From an optimization exercise on the open Yosys and OpenROAD flow, aimed at small area; shortcuts taken in it are not production practice. Function was checked by simulation only, so behaviour that the tests miss may differ from the original.

--- config.mk ---
export PLATFORM = sky130hd
export DESIGN_NAME = CPU
export DESIGN_NICKNAME = CPU
export VERILOG_FILES = /design/flow/design.v
export SDC_FILE = /design/flow/constraint.sdc
export NUM_CORES = 4
export LEC_CHECK = 0
export ABC_AREA = 1
export CAP_MARGIN = 20
export CORE_MARGIN = 2
export CORE_UTILIZATION = 40
export SLEW_MARGIN = 20
--- constraint.sdc ---
create_clock -name core_clock -period 150.0 [get_ports {clk}]
set_input_delay 30.0000 -clock core_clock [delete_from_list [all_inputs] [get_ports {clk}]]
set_output_delay 30.0000 -clock core_clock [all_outputs]
set_load 0.01 [all_outputs]
--- design.v ---
`timescale 1ns / 1ps
module CPU(
    input clk,
    input rst_n,
    input [7:0] op,
    input [7:0] Data,
    input prog_done,
    output [7:0] pos,
    output [6:0] seg1,
    output [6:0] seg2
);
    wire rst = ~rst_n;
    wire set;
    wire clk_bps;
    keyfilter Setfilter(clk, rst, prog_done, set);
    clkDiv ClkDiv(clk, rst, clk_bps);
    reg [2:0] p;
    always @(posedge clk or posedge rst)
        if (rst) p <= 3'd0;
        else if (clk_bps) p <= p + 3'd1;
    assign pos = 8'b1 << p;
    reg [7:0] R0, R1, R2, R3;
    reg [3:0] PC;
    reg full;                        
    wire [3:0] opc = op[7:4];
    wire exec = set & ~opc[3] & (~opc[2] | (opc[1:0] == 2'b00));
    reg [7:0] rx, ry;
    always @* begin
        case (op[3:2]) 2'd0: rx = R0; 2'd1: rx = R1; 2'd2: rx = R2; default: rx = R3; endcase
        case (op[1:0]) 2'd0: ry = R0; 2'd1: ry = R1; 2'd2: ry = R2; default: ry = R3; endcase
    end
    wire sub = opc[0];
    wire [8:0] s = {1'b0, rx} + {sub, ry ^ {8{sub}}} + {8'd0, sub};
    wire [15:0] prod = rx * ry;
    reg [15:0] wdata;
    always @* begin
        case (opc[2:0])
            3'd0: wdata = {8'd0, Data};
            3'd1: wdata = {8'd0, ry};
            3'd2: wdata = {7'd0, s};
            3'd3: wdata = {{7{s[8]}}, s};
            default: wdata = prod;
        endcase
    end
    wire wr_reg = exec & ~opc[2];
    always @(posedge clk or posedge rst)
        if (rst) begin
            R0 <= 8'd0; R1 <= 8'd0; R2 <= 8'd0; R3 <= 8'd0;
            PC <= 4'd0;
            full <= 1'b0;
        end else if (exec) begin
            PC <= PC + 4'd1;
            if (PC == 4'd15) full <= 1'b1;
            if (wr_reg) begin
                case (op[3:2])
                    2'd0: R0 <= wdata[7:0];
                    2'd1: R1 <= wdata[7:0];
                    2'd2: R2 <= wdata[7:0];
                    default: R3 <= wdata[7:0];
                endcase
            end
        end
    reg [15:0] dict [1:15];
    genvar k;
    generate
        for (k = 1; k < 16; k = k + 1) begin : g_dict
            always @(posedge clk)
                if (exec && PC == k - 1)
                    dict[k] <= wdata;
        end
    endgenerate
    wire [3:0] a = op[3:0];
    wire valid = (a != 4'd0) & (full | (a <= PC));
    reg [15:0] v;
    integer i;
    always @* begin
        v = 16'd0;
        for (i = 1; i < 16; i = i + 1)
            if (a == i) v = dict[i];
        if (!valid) v = 16'd0;
    end
    function [19:0] bin2bcd(input [15:0] b);
        integer x, y;
        reg [35:0] t;
        begin
            t = {20'd0, b};
            for (x = 0; x < 16; x = x + 1) begin
                for (y = 0; y < 5; y = y + 1)
                    if (t[16 + 4*y +: 4] >= 4'd5) t[16 + 4*y +: 4] = t[16 + 4*y +: 4] + 4'd3;
                t = t << 1;
            end
            bin2bcd = t[35:16];
        end
    endfunction
    wire [19:0] bcd = bin2bcd(v);
    reg [3:0] dig;
    always @* begin
        case (p)
            3'd0: dig = bcd[3:0];
            3'd1: dig = bcd[7:4];
            3'd2: dig = bcd[11:8];
            3'd3: dig = bcd[15:12];
            3'd4: dig = bcd[19:16];
            3'd5: dig = (a >= 4'd10) ? a - 4'd10 : a;
            3'd6: dig = {3'd0, a >= 4'd10};
            default: dig = 4'd0;
        endcase
    end
    reg [3:0] num;
    always @(posedge clk or posedge rst)
        if (rst) num <= 4'd0;
        else num <= (opc == 4'b1111) ? dig : 4'd0;
    segMsg segMsg(clk, num, p[2], seg1, seg2);
endmodule
`timescale 1ns / 1ps
module keyfilter(
    input   wire  clk,
    input   wire  rst,
    input   wire  key_in,
    output  reg   key_flag
);
    reg [2:0] cnt_10ms;
    always @ (posedge clk or posedge rst) begin
        if(rst)
            cnt_10ms <= 3'd0;
        else if(!key_in)
            cnt_10ms <= 3'd0;
        else if(cnt_10ms != 3'd4)
            cnt_10ms <= cnt_10ms + 1'b1;
    end
    always @ (posedge clk or posedge rst) begin
        if(rst)
            key_flag <= 1'b0;
        else
            key_flag <= cnt_10ms == 3'd3;
    end
endmodule
`timescale 1ns / 1ps
module clkDiv (
    input  wire clk,
    input  wire rst,
    output wire clk_bps
);
    reg [3:0] cnt;
    always @(posedge clk)
        if (rst)
            cnt <= 4'd0;
        else if (cnt == 4'd10)
            cnt <= 4'd1;
        else
            cnt <= cnt + 4'd1;
    assign clk_bps = cnt == 4'd10;
endmodule
module segMsg(
    input clk,
    input [3:0] show,
    input hi,                
    output reg [6:0] seg1,
    output reg [6:0] seg2
);
    reg [6:0] pat;
    always @* begin
        case (show)
            4'd1: pat = 7'b0000110;
            4'd2: pat = 7'b1011011;
            4'd3: pat = 7'b1001111;
            4'd4: pat = 7'b1100110;
            4'd5: pat = 7'b1101101;
            4'd6: pat = 7'b1111101;
            4'd7: pat = 7'b0000111;
            4'd8: pat = 7'b1111111;
            4'd9: pat = 7'b1101111;
            default: pat = 7'b0111111;
        endcase
    end
    always @(posedge clk) begin
        if (!hi) seg1 <= pat;
        else     seg2 <= pat;
    end
endmodule
--- run.sh ---
#!/bin/bash
# synth_recipe.tcl (not shown) runs the flow's synth.tcl, then flattens the netlist and writes it again
# the make line also repeats each setting of config.mk as NAME=value (left out here)
make -C /OpenROAD-flow-scripts/flow DESIGN_CONFIG=/design/flow/config.mk WORK_HOME=/design/flow/orfs CLKGATE_MAP_FILE= SYNTH_SCRIPT=/design/flow/synth_recipe.tcl finish
==> reports/qor.yml, run 1 <==
cts:
  post_cts_buffers: 0
  clockBufferDepth: 3
  clock-sinks: 306
  cts_root_buffer: "clkbuf_16"
  cts-resized-gates: 0
  cts_tree: "yes"
  path_clk_slew_ns: 0.06
  cts_hold_buf: 0
  clkLatencyLatePin_ns: 0.57
  htreeDepth: 1
  cts_buffers: 29
synthesis:
  ys_top_cells_by_area: "edfxtp_1 (40%), nand2_1 (8.9%), ha_1 (7.1%)"
  ys_warn_count: 5
  synthTopCellsByCount: "nand2_1 (453), inv_1 (257), edfxtp_1 (254)"
  syn_area_per_cell_um2: 9.27
  synth_seq_area_share_pct: 46.9
  mappedNetlistNets: 2215
  ys_ff_latch: 306
  synth_ff_type: "edfxtp_1"
  synth_most_common_cell: "nand2_1"
  synth.distinct_cells: 68
  netlist_instances: 2051
  synth-async-reset-ratio_pct: 15.7
  synth.largest_area_cell: "edfxtp_1"
  synth_top_area_share_pct: 40.1
  syn_area_mm2: 0.0190
  synth-edff-count: 254
place:
  port_buffers: 40
  gp_congestion: 0.874
  dpl.hpwl_um: 31900
  place_area_mm2: 0.0202
  place_ws_ns: 108.09
routing:
  avgViaCountPerCell: 5.15
  drc: 0
  drt-total-wl_um: 44200
  wl_per_cell_um: 16.1
  drt_iter0_drc: 994
  dr.pass1.iters: 7
  vias: 14100
  antenna_left: 0
sta:
  skew_ns: 0.00999
  finalCritPeriodShare_pct: 27.6
  setup_violations: 0
  rsz0062_at_grt: "no"
  fin_ws_ns: 108.56
  max_slew.worst_pin.slew_ns: 1.05
  drv_slew: 0
  hold_viol: 0
  max_freq_mhz: 24.1
  fin_setup_tns_ns: 0
  finalHoldWorstSlack_ns: 0.469
  period_needed_ns: 41.44
  max_slew_margin_pct: 30.0
global_route:
  met1_usage_pct: 23.8
  use_met2_pct: 32.2
  grt_start_max_net_pins: 52
  grt_pass1_wl_um: 72300
  met3_usage_pct: 1.55
  grt_usage_pct: 18.1
  antenna_found_initial: 1
  first_global_vias: 14000
  gr-max-usage-layer: "met2"
  grt-ovfl-total: 0
floorplan:
  initial_core_util_pct: 40.7
  row_count: 79
  die_w_um: 222
  die_y_um: 222
  die_area_mm2: 0.0493
  io_pins: 41
  core_mm2: 0.0468
critical_path:
  cpLargestDelayFamily: "simple AND/OR/NAND/NOR gates"
  critPathMaxStageDelay_ns: 1.00
  cpMostUsedCell: "nand2_1"
  crit_type: "primary input to flip-flop"
  cp.required_ns: 150.50
  crit_path_top_delay_cell: "clkdlybuf4s50_1"
  worst_ep_arrival_time_ns: 41.94
  cp_max_fo: 18
  path_buf_inv: 18
  crit_path_start_kind: "primary input"
  critPathCaptureType: "flip-flop"
job:
  drv_cap: 0
min_path:
  hp-class: "flip-flop to flip-flop"
finish:
  antenna_cells: 0
  nets: 2275
  drive_above_1_share_pct: 14.6
  design_area_mm2: 0.0212
  syn_to_final_growth_pct: 11.4
outcome:
  status: "complete, no violations"
-- final timing paths --
path / slack (ns) / endpoint / depth (start not counted) / start
max reg2reg: 138.94 / num[2] / 90 / PC[1]
min: 0.47 / full / 2 / full
min in group asynchronous: 29.55 / p[2] / 2 / rst_n
min reg2reg: 0.47 / full / 2 / full
max: 108.56 / num[2] / 89 / op[0]
max in group asynchronous: 120.02 / R2[5] / 2 / rst_n
-- layer usage --
layer	up-vias	share of wire [%]
met5	-	0
met4	0	1.7
met3	35	4.2
met2	284	49
met1	6742	46
li1	7051	-
-- layout make-up --
class,count,area [µm²]
Fill cell,4395,25600
Inverter,300,1140
Tap cell,607,759
Multi-Input combinational cell,1410,8840
Clock buffer,36,752
Timing Repair Buffer,64,576
Sequential cell,306,8910
Clock inverter,17,199
-- registers in the layout (all words and copies together), names as in the netlist, 3 cells and up --
register and flops:
segMsg.seg2 7, p 3, num 4, Setfilter.cnt_10ms 3, R3 8, dict 240
segMsg.seg1 7, ClkDiv.cnt 4, R1 8, R2 8, PC 4, R0 8
-- tightest hold or removal path, delay by kind of cell (launching register included) --
family | cells | cell delay, ns
buffers and inverters | 1 | 0.05
AOI/OAI and AO/OA | 1 | 0.06
DFF | 1 | 0.32
-- kinds of logic after synthesis --
family                     count (synthesis)  share of synthesized area, %
and+or+nand+nor                          972                          24.8
buffers and inverters                    335                          6.92
DFF                                      306                          46.9
AOI/OAI and AO/OA                        252                          8.07
adders and majority gates                145                          11.0
xor gates and xnor gates                  26                          1.40
muxes                                     15                         0.889
-- metrics by stage --
step,utilization (%),instances
floorplan,-,2051
global placement,43.2,2687
detailed placement,43.2,2687
CTS,45.3,2740
global route,45.3,2740
finish,45.3,2740
-- cells in the final DEF (no fill, tap or decap), drive strengths merged, types with 2 or more instances in the layout --
cell / n
ha: 108
o221ai: 18
mux2: 15
edfxtp: 254
a221oi: 16
o211ai: 9
and2: 14
clkinv: 15
a31o: 3
nand4: 59
dfxtp: 4
clkbuf: 36
or2: 19
o22ai: 5
o21bai: 3
o311ai: 2
buf: 25
a21o: 4
inv: 298
o21ai: 114
xnor2: 4
nand3: 192
dfrtp: 48
clkdlybuf4s50: 39
o2111ai: 5
nand2: 550
nor3: 2
fa: 37
nand3b: 3
nor2: 131
bufinv: 4
xor2: 22
a22oi: 2
a21boi: 3
a21oi: 63
==> inputs of run 2 (changes only) <==
--- a/design.v
+++ b/design.v
@@ -33,3 +33,30 @@
     wire [8:0] s = {1'b0, rx} + {sub, ry ^ {8{sub}}} + {8'd0, sub};
-    wire [15:0] prod = rx * ry;
+    wire [15:0] prod;
+    wire [7:0] ms [0:7];
+    wire [7:0] mc [0:7];
+    assign ms[0] = rx & {8{ry[0]}};
+    assign mc[0] = 8'd0;
+    assign prod[0] = ms[0][0];
+    genvar mi, mj;
+    generate
+        for (mi = 1; mi < 8; mi = mi + 1) begin : g_mrow
+            for (mj = 0; mj < 8; mj = mj + 1) begin : g_mcol
+                wire a_in = (mj == 7) ? 1'b0 : ms[mi-1][mj+1];
+                wire b_in = rx[mj] & ry[mi];
+                wire c_in = mc[mi-1][mj];
+                assign ms[mi][mj] = a_in ^ b_in ^ c_in;
+                assign mc[mi][mj] = (a_in & b_in) | (a_in & c_in) | (b_in & c_in);
+            end
+            assign prod[mi] = ms[mi][0];
+        end
+    endgenerate
+    wire [7:0] mcc;
+    wire [7:0] mss = {1'b0, ms[7][7:1]};
+    generate
+        for (mj = 0; mj < 8; mj = mj + 1) begin : g_mfin
+            wire ci = (mj == 0) ? 1'b0 : mcc[mj-1];
+            assign prod[8+mj] = mss[mj] ^ mc[7][mj] ^ ci;
+            assign mcc[mj] = (mss[mj] & mc[7][mj]) | (mss[mj] & ci) | (mc[7][mj] & ci);
+        end
+    endgenerate
     reg [15:0] wdata;
@@ -81,2 +108,13 @@
     end
+    function [3:0] add3(input [3:0] i);
+        case (i)
+            4'd5: add3 = 4'd8;
+            4'd6: add3 = 4'd9;
+            4'd7: add3 = 4'd10;
+            4'd8: add3 = 4'd11;
+            4'd9: add3 = 4'd12;
+            4'd10, 4'd11, 4'd12, 4'd13, 4'd14, 4'd15: add3 = 4'bxxxx;
+            default: add3 = i;
+        endcase
+    endfunction
     function [19:0] bin2bcd(input [15:0] b);
@@ -87,4 +125,5 @@
             for (x = 0; x < 16; x = x + 1) begin
-                for (y = 0; y < 5; y = y + 1)
-                    if (t[16 + 4*y +: 4] >= 4'd5) t[16 + 4*y +: 4] = t[16 + 4*y +: 4] + 4'd3;
+                for (y = 0; y < 4; y = y + 1)
+                    if (x >= 3 + 3*y + (y == 3))
+                        t[16 + 4*y +: 4] = add3(t[16 + 4*y +: 4]);
                 t = t << 1;
@@ -157,8 +196,12 @@
     input hi,                
-    output reg [6:0] seg1,
-    output reg [6:0] seg2
-);
-    reg [6:0] pat;
-    always @* begin
-        case (show)
+    output [6:0] seg1,
+    output [6:0] seg2
+);
+    reg [3:0] d1, d2;
+    always @(posedge clk) begin
+        if (!hi) d1 <= show;
+        else     d2 <= show;
+    end
+    function [6:0] pat(input [3:0] d);
+        case (d)
             4'd1: pat = 7'b0000110;
@@ -172,9 +215,8 @@
             4'd9: pat = 7'b1101111;
-            default: pat = 7'b0111111;
-        endcase
-    end
-    always @(posedge clk) begin
-        if (!hi) seg1 <= pat;
-        else     seg2 <= pat;
-    end
-endmodule
+            4'd0: pat = 7'b0111111;
+            default: pat = 7'bxxxxxxx;
+        endcase
+    endfunction
+    assign seg1 = pat(d1);
+    assign seg2 = pat(d2);
+endmodule
--- a/config.mk
+++ b/config.mk
@@ -11,2 +11,3 @@
 export CORE_UTILIZATION = 40
+export CTS_BUF_LIST = sky130_fd_sc_hd__clkbuf_4
 export SLEW_MARGIN = 20
==> reports/qor.yml, run 2 <==
synthesis:
  netlist_instances: 1937  # -5.6%
  synth-async-reset-ratio_pct: 15.3  # -0.40 points
  synth_ff_type: "edfxtp_1"
  synth.distinct_cells: 54  # -21%
  ys_ff_latch: 314  # +2.6%
  synthTopCellsByCount: "nand2_1 (486), edfxtp_1 (248), inv_1 (237)"
  ys_warn_count: 5  # unchanged
  synth.largest_area_cell: "edfxtp_1"
  synth_top_area_share_pct: 42.3  # +2.2 points
  synth-edff-count: 248  # -2.4%
  synth_seq_area_share_pct: 51.2  # +4.3 points
  synth_most_common_cell: "nand2_1"
  ys_top_cells_by_area: "edfxtp_1 (42%), nand2_1 (10%), dfrtp_1 (6.8%)"
  syn_area_mm2: 0.0176  # -7.4%
  mappedNetlistNets: 2050  # -7.4%
  syn_area_per_cell_um2: 9.08  # -2.0%
floorplan:
  initial_core_util_pct: 40.7  # about the same
  die_y_um: 214  # -3.7%
  row_count: 76  # -3.8%
  die_area_mm2: 0.0457  # -7.3%
  io_pins: 41  # unchanged
  core_mm2: 0.0433  # -7.5%
  die_w_um: 214  # -3.7%
finish:
  largest-register: "dict"
  syn_to_final_growth_pct: 12.5
  largest_reg_flops: 240  # unchanged
  multi_input_area_mm2: 0.00741  # -16%
  fillCellCount: 4151  # -5.6%
  final_common_cell: "nand2_1"
  final_cell_mix: "nand2_1 (486), edfxtp_1 (248), inv_1 (237)"
  final_cells: 2700  # -1.5%
  nets: 2167  # -4.7%
  seq_area_mm2: 0.00901  # +1.1%
  drive_above_1_share_pct: 14.1  # -0.48 points
critical_path:
  cp.required_ns: 150.33  # -0.17 ns
  critPathCaptureType: "flip-flop"
  crit_path_top_delay_cell: "o21ai_1"
  cp_max_fo: 16  # -2
  worst_ep_arrival_time_ns: 38.77  # -3.17 ns
  cpLargestDelayFamily: "adder cells"
  cpMostUsedCell: "fa_1"
  path_buf_inv: 7  # -11
  crit_type: "primary input to flip-flop"
  crit_path_start_kind: "primary input"
  critPathMaxStageDelay_ns: 0.96  # -0.04 ns
cts:
  clockBufferDepth: 3  # unchanged
  cts_buffers: 81  # +180%
  cts_root_buffer: "clkbuf_4"
  cts_hold_buf: 0  # unchanged
  path_clk_slew_ns: 0.07  # about the same
  cts_tree: "yes"
  htreeDepth: 3  # +2
  clock-sinks: 314  # +2.6%
  cts-resized-gates: 0  # unchanged
  clkLatencyLatePin_ns: 0.74  # +0.17 ns
  post_cts_buffers: 0  # unchanged
global_route:
  antenna_found_initial: 1  # unchanged
  grt-ovfl-total: 0  # unchanged
  grt_usage_pct: 20.8  # +2.8 points
  grt_pass1_wl_um: 73000  # +0.92%
  first_global_vias: 13600  # -3.2%
  grt_start_max_net_pins: 52  # unchanged
sta:
  fin_setup_tns_ns: 0  # unchanged
  max_slew_margin_pct: 28.8  # -1.3 points
  finalCritPeriodShare_pct: 25.6  # -2.0 points
  drv_slew: 0  # unchanged
  skew_ns: 0.0574  # +0.0474 ns
  max_slew.worst_pin.slew_ns: 1.06  # +0.0128 ns
  rsz0062_at_grt: "no"
  setup_violations: 0  # unchanged
  max_freq_mhz: 26.0  # +7.8%
  period_needed_ns: 38.44  # -3.00 ns
  hold_viol: 0  # unchanged
routing:
  dr.pass1.iters: 6  # -1
  drt-total-wl_um: 45700  # +3.3%
  drt_iter0_drc: 900  # -9.5%
  drc: 0  # unchanged
  wl_per_cell_um: 16.9  # +4.9%
  vias: 13700  # -3.2%
  avgViaCountPerCell: 5.06  # -1.7%
  antenna_left: 0  # unchanged
place:
  port_buffers: 40  # unchanged
  dpl.hpwl_um: 32000  # +0.23%
  gp_congestion: 0.888  # +1.6%
  dp.cells: 2556  # -4.9%
outcome:
  status: "complete, no violations"
min_path:
  hp-class: "flip-flop to flip-flop"
job:
  drv_cap: 0  # unchanged
-- run 2: changes by cell type after synthesis, moves of 33 or more --
cell,change
nand2_2,-40
nor2_1,+79
ha_1,-63
nand3_1,-46
nand2_1,+33
-- run 2: metrics by stage --
step	cell area [µm²]	worst slack (ns)	util, %	hold slack, ns
after floorplan	17600	112.77	-	0.428
after global placement	18800	111.02	43.5	0.464
after detailed placement	18800	110.88	43.5	0.468
after CTS	19800	111.64	45.8	0.485
after global routing	19800	111.11	45.8	0.500
final	19800	111.56	45.8	0.473
-- run 2: cell families (layout without fill, tap and decap cells) --
logic type	count (synthesis)	count (layout)	synth area share (%)
buffers and inverters	309	486	6.82
AND/OR/NAND/NOR	948	948	23.5
flip-flops	314	314	51.2
multiplexers	2	2	0.114
adder cells (fa/ha/maj)	94	94	8.77
AO/OA/AOI/OAI	258	258	8.97
other	0	1	0
XOR/XNOR	12	12	0.597
-- run 2: metal layers --
layer	share of wire, %	track usage, %	vias to the layer above
li1	-	-	6747
met1	45	27.5	6445
met2	46	34.0	396
met3	6.4	4.58	78
met4	2.5	7.16	0
met5	0	0	-
-- run 2: area by class of cell --
type / count / share of cell area (%)
Antenna cell: 1 / 0.0126
Clock buffer: 114 / 4.32
Clock inverter: 29 / 0.701
Inverter: 272 / 5.16
Multi-Input combinational cell: 1314 / 37.4
Sequential cell: 314 / 45.5
Tap cell: 585 / 3.70
Timing Repair Buffer: 71 / 3.17
-- run 2: worst paths after layout --
check	start	endpoint	slack, ns	depth (start not counted)
min	full	full	0.47	2
max	op[0]	dict[11][14]	111.56	26
min reg2reg	full	full	0.47	2
min in group asynchronous	rst_n	R3[0]	29.40	2
max reg2reg	R2[1]	dict[11][14]	141.79	26
max in group asynchronous	rst_n	R0[3]	120.11	2
-- run 2: worst register-to-register path, cell delays in order (launching register included) --
cell	delay (ns)
dfrtp_1	0.43
o21ai_0	0.19
o221ai_1	0.14
o21ai_1	0.59
nor2_1	0.13
ha_1	0.32
inv_1	0.05
fa_1	0.47
inv_1	0.05
fa_1	0.39
fa_1	0.46
fa_1	0.57
fa_1	0.43
fa_1	0.50
ha_1	0.14
inv_1	0.05
fa_1	0.41
inv_1	0.09
fa_1	0.21
inv_1	0.07
fa_1	0.44
fa_1	0.45
fa_1	0.36
inv_1	0.08
fa_1	0.41
nand2_1	0.08
nand2_1	0.31
==> inputs of run 3 (changes only) <==
--- a/config.mk
+++ b/config.mk
@@ -11,3 +11,2 @@
 export CORE_UTILIZATION = 40
-export CTS_BUF_LIST = sky130_fd_sc_hd__clkbuf_4
 export SLEW_MARGIN = 20
==> reports/qor.yml, run 3 <==
global_route:
  grt-ovfl-total: 0  # unchanged
  grt_start_max_net_pins: 52  # unchanged
  first_global_vias: 13100  # -3.4%
  grt_usage_pct: 20.6  # -0.21 points
  antenna_found_initial: 0  # -1
  grt_pass1_wl_um: 72300  # -0.95%
critical_path:
  r2r_end: "dict[13][14]"
  crit_path_top_delay_cell: "o21ai_1"
  crit_cells: 26  # unchanged
  crit_path_start_kind: "primary input"
  cpMostUsedCell: "fa_1"
  worst_ep_arrival_time_ns: 38.73  # -0.04 ns
  critPathMaxStageDelay_ns: 0.96  # about the same
  crit_end: "dict[13][14]"
  rr_startpoint: "R2[1]"
  cp_max_fo: 16  # unchanged
  critPathCaptureType: "flip-flop"
  crit_type: "primary input to flip-flop"
  cpLargestDelayFamily: "adder cells"
  setup.worst_path.start: "op[0]"
  reg2reg_depth: 26  # unchanged
  cp.required_ns: 150.16  # -0.17 ns
  path_buf_inv: 7  # unchanged
  r2r_slack_ns: 141.82  # +0.03 ns
cts:
  cts_buffers: 34  # -58%
  clockBufferDepth: 3  # unchanged
  cts_hold_buf: 0  # unchanged
  cts_root_buffer: "clkbuf_16"
  clock-sinks: 314  # unchanged
  cts-resized-gates: 0  # unchanged
  clkLatencyLatePin_ns: 0.54  # -0.20 ns
  path_clk_slew_ns: 0.06  # about the same
  post_cts_buffers: 0  # unchanged
  htreeDepth: 2  # -1
  cts_tree: "yes"
synthesis:
  syn_area_mm2: 0.0176  # unchanged
  synth_top_family_by_area: "simple AND/OR/NAND/NOR gates"
  ys_warn_count: 5  # unchanged
  synth-async-reset-ratio_pct: 15.3  # unchanged
  mappedNetlistNets: 2050  # unchanged
  ys_ff_latch: 314  # unchanged
  synth_seq_area_share_pct: 51.2  # unchanged
  synth_ff_type: "edfxtp_1"
  synth.distinct_cells: 54  # unchanged
  synth_mux_area_share_pct: 0.114  # unchanged
  synth_top_area_share_pct: 42.3  # unchanged
  ys_top_cells_by_area: "edfxtp_1 (42%), nand2_1 (10%), dfrtp_1 (6.8%)"
  synth_xor_area_share_pct: 0.597  # unchanged
  synth_most_common_cell: "nand2_1"
  netlist_instances: 1937  # unchanged
  synth-edff-count: 248  # unchanged
  synthTopCellsByCount: "nand2_1 (486), edfxtp_1 (248), inv_1 (237)"
  synth.largest_area_cell: "edfxtp_1"
  syn_area_per_cell_um2: 9.08  # unchanged
  synthAdderAreaFrac_pct: 8.77  # unchanged
  synth_compound_area_share_pct: 8.97  # unchanged
  yosys.area_share.simple_pct: 23.5  # unchanged
job:
  drv_cap: 0  # unchanged
floorplan:
  die_w_um: 214  # unchanged
  initial_core_util_pct: 40.7  # unchanged
  core_mm2: 0.0433  # unchanged
  io_pins: 41  # unchanged
  row_count: 76  # unchanged
  die_y_um: 214  # unchanged
  die_area_mm2: 0.0457  # unchanged
sta:
  period_needed_ns: 38.57  # +0.130 ns
  max_slew_margin_pct: 28.5  # -0.27 points
  fin_setup_tns_ns: 0  # unchanged
  finalCritPeriodShare_pct: 25.7  # +0.087 points
  max_freq_mhz: 25.9  # -0.34%
  drv_slew: 0  # unchanged
  rsz0062_at_grt: "no"
  skew_ns: 0.0261  # -0.0313 ns
  setup_violations: 0  # unchanged
  max_slew.worst_pin.slew_ns: 1.07  # +0.00401 ns
  fin_ws_ns: 111.43  # -0.130 ns
  hold_viol: 0  # unchanged
finish:
  final_common_cell: "nand2_1"
  drive_above_1_share_pct: 10.9  # -3.2 points
  final_cells: 2618  # -3.0%
  fillCellCount: 4091  # -1.4%
  final_cell_mix: "nand2_1 (486), edfxtp_1 (248), inv_1 (237)"
  largest-register: "dict"
  syn_to_final_growth_pct: 13.1
  antenna_cells: 0  # -1
  largest_reg_flops: 240  # unchanged
  nets: 2120  # -2.2%
routing:
  avgViaCountPerCell: 5.08  # +0.37%
  dr.pass1.iters: 5  # -1
  drc: 0  # unchanged
  wl_per_cell_um: 17.3  # +2.4%
  drt_iter0_drc: 945  # +5.0%
  vias: 13300  # -2.7%
  antenna_left: 0  # unchanged
  drt-total-wl_um: 45400  # -0.69%
min_path:
  hp-class: "flip-flop to flip-flop"
place:
  dp.cells: 2556  # unchanged
  dpl.hpwl_um: 32000  # unchanged
  port_buffers: 40  # unchanged
  place_ws_ns: 110.88  # unchanged
  gp_congestion: 0.888  # unchanged
outcome:
  status: "complete, no violations"
[run 3: area by class of cell]
type                            instances  area (µm²)  share of cell area, %
Sequential cell                       314        9010                   45.3
Multi-Input combinational cell       1314        7410                   37.2
Inverter                              272        1020                   5.13
Clock buffer                           41         920                   4.62
Tap cell                              585         732                   3.68
Timing Repair Buffer                   71         628                   3.16
Clock inverter                         21         186                  0.936
[run 3: stage by stage]
stage	area [µm²]	util [%]	hold WS [ns]
finish	19900	46.0	0.476
global route	19900	46.0	0.504
CTS	19900	46.0	0.482
detailed placement	18800	43.5	0.468
global placement	18800	43.5	0.464
floorplan	17600	-	0.428
[run 3: kinds of logic after synthesis]
kind of cell	Yosys count
buffers and inverters	309
muxes	2
DFF	314
xor gates and xnor gates	12
adders and majority gates	94
AOI/OAI and AO/OA	258
and+or+nand+nor	948
[run 3: worst min-delay path: cells and delay by family (launching register included)]
kind	cells	cell delay [ns]
DFF	1	0.32
buffers and inverters	1	0.06
AOI/OAI and AO/OA	1	0.06
[run 3: metal layers]
layer	share of wire, %	up-vias	GRT usage [%]	wire length (µm)
met3	5.9	79	3.94	2660
met2	45	324	33.5	20600
met4	3.3	0	7.26	1480
met5	0	-	0	0
met1	45	6302	27.7	20600
li1	-	6595	-	-
[run 3: worst min path at each step]
| stage | startpoint | end | slack (ns) | cells past startpoint |
|---|---|---|---|---|
| 6_report | full | full | 0.48 | 2 |
| 5_1_grt | full | full | 0.50 | 2 |
| 4_1_cts | full | full | 0.48 | 2 |
| 3_5_place_dp | full | full | 0.47 | 2 |
| 3_3_place_gp | full | full | 0.46 | 2 |
| 2_1_floorplan | full | full | 0.43 | 2 |

==> separate check: timing with driven ports <==
How much do the figures lean on ideal ports? The routed layouts below were timed once more, with nothing changed but the port constraints. Step 1, drivers: a clkbuf_16 drives clk and a buf_2 each remaining input, both assumed. Step 2, shift: input delay + t, output delay - t, t = (earliest + latest rising clock arrival at the registers) / 2. This alone moves slack from input paths to output paths. Slacks: ideal ports / drivers / drivers and shift; pairs: ideal ports / drivers.
| run | shift t [ns] | setup slack, ns | slew at the worst register clock pin (ns) | worst slew at a driven data input, ns |
|---|---|---|---|---|
| run 1 | 0.610 | 108.557 / 108.534 / 107.924 | 0.07 / 0.07 | 0.07 |
| run 2 | 0.750 | 111.562 / 111.557 / 110.807 | 0.08 / 0.08 | 0.05 |
| run 3 | 0.587 | 111.432 / 111.435 / 110.847 | 0.06 / 0.06 | 0.05 |
After both steps every run listed still meets setup and hold. The setup slack of run 2, which loses most, moves by -0.005 ns with the drivers and by -0.755 ns with both steps.
